This design comes from an exercise in tuning for small area on the open sky130 flow, not from production work.
Function was checked by simulation only, so behaviour that the tests miss may differ from the original.
Power is estimated from default activity; no workload was simulated. The flow treats the clock pin as an ideal source, which a real chip does not have.

==> flow/design.v <==
module ping_pong_buffer #(
    parameter int DATA_WIDTH = 16,
    parameter int BUFFER_SIZE = 32
) (
    input  logic                  clk,
    input  logic                  rst,
    input  logic                  write_en,
    input  logic [DATA_WIDTH-1:0] write_data,
    output logic                  write_full,
    input  logic                  read_en,
    output logic [DATA_WIDTH-1:0] read_data,
    output logic                  read_empty,
    output logic                  current_write_buffer,
    output logic                  current_read_buffer
);
    localparam int AW = $clog2(BUFFER_SIZE);
    localparam int W  = DATA_WIDTH;
    localparam int N  = BUFFER_SIZE;
    logic          write_buffer;
    logic          read_buffer;
    logic [AW-1:0] write_ptr;
    logic [AW-1:0] read_ptr;
    logic [1:0]    buffer_ready;
    logic          ph;
    assign current_write_buffer = write_buffer;
    assign current_read_buffer  = read_buffer;
    wire wr = write_en && !write_full;
    wire rd = read_en && !read_empty;
    logic [N*W-1:0] bank0, bank1;
    logic [1:0]     sh, sh_n;
    logic [W-1:0]   wd;
    logic [N*W-1:0] nxt0, nxt1;
    assign nxt0[0 +: W] = ~(({W{sh_n[0]}} | wd) & ({W{sh[0]}} | bank0[0 +: W]));
    assign nxt1[0 +: W] = ~(({W{sh_n[1]}} | wd) & ({W{sh[1]}} | bank1[0 +: W]));
    for (genvar i = 1; i < N; i++) begin : g_stage
        assign nxt0[i*W +: W] = ~(({W{sh_n[0]}} | bank0[(i-1)*W +: W]) & ({W{sh[0]}} | bank0[i*W +: W]));
        assign nxt1[i*W +: W] = ~(({W{sh_n[1]}} | bank1[(i-1)*W +: W]) & ({W{sh[1]}} | bank1[i*W +: W]));
    end
    wire [W-1:0] src = read_buffer ? nxt1[(N-1)*W +: W] : nxt0[(N-1)*W +: W];
    always_ff @(posedge clk or posedge rst) begin
        if (rst) begin
            write_buffer <= 0;
            read_buffer  <= 0;
            write_ptr    <= 0;
            read_ptr     <= 0;
            buffer_ready <= 2'b00;
            write_full   <= 0;
            read_empty   <= 1;
            read_data    <= 0;
            ph           <= 0;
        end else begin
            ph <= !ph;
            if (wr) begin
                write_ptr <= write_ptr + 1'b1;
                if (write_ptr == AW'(N - 1)) begin
                    buffer_ready[write_buffer] <= 1;
                    write_full <= buffer_ready[!write_buffer];
                    if (!buffer_ready[!write_buffer]) begin
                        write_buffer <= !write_buffer;
                        write_ptr    <= 0;
                    end
                end
            end else if (write_full) begin
                if (!buffer_ready[!write_buffer]) begin
                    write_full   <= 0;
                    write_buffer <= !write_buffer;
                    write_ptr    <= 0;
                end
            end
            if (rd) begin
                read_data <= src ^ {W{!ph}};
                read_ptr  <= read_ptr + 1'b1;
                if (read_ptr == AW'(N - 1)) begin
                    buffer_ready[read_buffer] <= 0;
                    read_empty <= !buffer_ready[!read_buffer];
                    if (buffer_ready[!read_buffer]) begin
                        read_buffer <= !read_buffer;
                        read_ptr    <= 0;
                    end
                end
            end else if (read_empty) begin
                if (buffer_ready[read_buffer]) begin
                    read_empty <= 0;
                    read_ptr   <= 0;
                end else if (buffer_ready[!read_buffer]) begin
                    read_empty  <= 0;
                    read_buffer <= !read_buffer;
                    read_ptr    <= 0;
                end
            end
        end
    end
    always_ff @(posedge clk) begin
        sh[0]   <=  ((wr && !write_buffer) || (rd && !read_buffer));
        sh[1]   <=  ((wr &&  write_buffer) || (rd &&  read_buffer));
        sh_n[0] <= !((wr && !write_buffer) || (rd && !read_buffer));
        sh_n[1] <= !((wr &&  write_buffer) || (rd &&  read_buffer));
        wd      <= write_data ^ {W{!ph}};
    end
    always_ff @(posedge clk) begin
        bank0 <= nxt0;
        bank1 <= nxt1;
    end
endmodule
==> flow/config.mk <==
export PLATFORM = sky130hd
export DESIGN_NAME = ping_pong_buffer
export DESIGN_NICKNAME = ping_pong_buffer
export VERILOG_FILES = /design/flow/design.v
export SDC_FILE = /design/flow/constraint.sdc
export NUM_CORES = 4
export LEC_CHECK = 0
export CAP_MARGIN = 20
export CORE_MARGIN = 2
export CORE_UTILIZATION = 60
export CTS_BUF_LIST = sky130_fd_sc_hd__clkbuf_4
export CTS_CLUSTER_DIAMETER = 40
export CTS_CLUSTER_SIZE = 12
export SLEW_MARGIN = 20
==> flow/constraint.sdc <==
create_clock -name core_clock -period 5.0 [get_ports {clk}]
set_input_delay 1.0000 -clock core_clock [delete_from_list [all_inputs] [get_ports {clk}]]
set_output_delay 1.0000 -clock core_clock [all_outputs]
set_load 0.01 [all_outputs]
run.sh (not shown) runs the stock make flow with config.mk's settings and CLKGATE_MAP_FILE= SYNTH_SCRIPT=/design/flow/synth_recipe.tcl, a recipe that flattens the netlist after the stock synthesis.
The first run ran to the end with no violations.
Change:
==> flow/flow/run.sh (new file) <==
#!/bin/bash
# Layout with the standard flow (standard synthesis included), changing only
# two placement/CTS choices: ports are buffered with the smallest buffer, and
# clock tree synthesis uses clkbuf_8 leaves without dummy loads.
set -euo pipefail
export BUFFER_PORTS_ARGS="-buffer_cell sky130_fd_sc_hd__buf_1"
export CTS_ARGS="-sink_clustering_enable -repair_clock_nets -dont_use_dummy_load -buf_list sky130_fd_sc_hd__clkbuf_16 -sink_clustering_size 33 -sink_clustering_max_diameter 100"
bash standard.sh > standard.log 2>&1
==> flow/standard.sh (new file) <==
#!/bin/bash
# synth_recipe.tcl (not shown) runs the flow's synth.tcl, then flattens the netlist and writes it again
# the make line also repeats each setting of config.mk as NAME=value (left out here)
make -C /OpenROAD-flow-scripts/flow DESIGN_CONFIG=/design/flow/config.mk WORK_HOME=/design/flow/orfs CLKGATE_MAP_FILE= SYNTH_SCRIPT=/design/flow/synth_recipe.tcl "${@:-finish}"
Settings changed: CTS_BUF_LIST sky130_fd_sc_hd__clkbuf_4 to default, CTS_CLUSTER_DIAMETER 40 to default, CTS_CLUSTER_SIZE 12 to default.
removed: flow/run.sh
Outcome:
- synthesized cell count does not change
- non-clock buffer count grows by 3
- worst setup slack gets better by 0.69 ns
- total power decreases by 2.9%
- utilization shrinks by 1.4 points
- register-to-register slack improved by 0.05 ns
- sequential power hardly moves
- fmax rose by 28%
- final cell count falls by 4.6%
- cell area fell by 2.2%
Change:
==> flow/run.sh (new file) <==
#!/bin/bash
# synth_recipe.tcl (not shown) runs the flow's synth.tcl, then flattens the netlist and writes it again
# the make line also repeats each setting of config.mk as NAME=value (left out here)
make -C /OpenROAD-flow-scripts/flow DESIGN_CONFIG=/design/flow/config.mk WORK_HOME=/design/flow/orfs CLKGATE_MAP_FILE= SYNTH_SCRIPT=/design/flow/synth_recipe.tcl finish
Settings changed: CTS_BUF_LIST from default to sky130_fd_sc_hd__clkbuf_8, CTS_CLUSTER_DIAMETER from default to 50, CTS_CLUSTER_SIZE from default to 20.
removed: flow/flow/run.sh
removed: flow/standard.sh
Outcome:
- total power goes up by a few percent
- register-to-register slack is worse by 0.03 ns
- final area came out higher by a few percent
Change:
==> flow/flow/run.sh (new file) <==
#!/bin/bash
# Layout with the standard flow (standard synthesis included), changing only
# two placement/CTS choices: ports are buffered with the smallest buffer, and
# clock tree synthesis uses clkbuf_8 leaves without dummy loads.
set -euo pipefail
export BUFFER_PORTS_ARGS="-buffer_cell sky130_fd_sc_hd__buf_1"
export CTS_ARGS="-sink_clustering_enable -repair_clock_nets -dont_use_dummy_load -buf_list sky130_fd_sc_hd__clkbuf_8 -sink_clustering_size 20 -sink_clustering_max_diameter 80"
bash standard.sh > standard.log 2>&1
==> flow/standard.sh (new file) <==
#!/bin/bash
# synth_recipe.tcl (not shown) runs the flow's synth.tcl, then flattens the netlist and writes it again
# the make line also repeats each setting of config.mk as NAME=value (left out here)
make -C /OpenROAD-flow-scripts/flow DESIGN_CONFIG=/design/flow/config.mk WORK_HOME=/design/flow/orfs CLKGATE_MAP_FILE= SYNTH_SCRIPT=/design/flow/synth_recipe.tcl "${@:-finish}"
Settings changed: CTS_BUF_LIST sky130_fd_sc_hd__clkbuf_8 to default, CTS_CLUSTER_DIAMETER 50 to default, CTS_CLUSTER_SIZE 20 to default.
removed: flow/run.sh
Area after synthesis stays the same.
Critical path depth stays the same.
Power is lower by a few percent.

==> separate check: timing with driven ports <==
How much do the figures lean on ideal ports? The routed layouts below were timed once more, with nothing changed but the port constraints.
Step 1 (the two cells are an assumption about what drives the block):
set clk [get_ports {clk}]
set_driving_cell -lib_cell sky130_fd_sc_hd__clkbuf_16 $clk
set_driving_cell -lib_cell sky130_fd_sc_hd__buf_2 [delete_from_list [all_inputs] $clk]
Step 2 also shifts input and output timing later by t, the mid clock arrival at the registers, as if the neighbouring blocks saw the same clock.
a / b / c = ideal / step 1 / step 2; a / b = the first two.
run | t, ns | setup WS [ns] | slew at the worst register clock pin (ns)
the first run | 0.907 | 1.859 / 1.806 / 2.148 | 0.12 / 0.12
the second run | 0.643 | 2.553 / 2.493 / 2.530 | 0.12 / 0.12
the third run | 0.713 | 2.071 / 2.017 / 2.138 | 0.12 / 0.12
the fourth run | 0.732 | 2.448 / 2.392 / 2.537 | 0.11 / 0.11
After both steps every run listed still meets setup and hold. For the second run, which loses most, drivers alone change the setup slack by -0.060 ns; drivers and shift together by -0.023 ns.
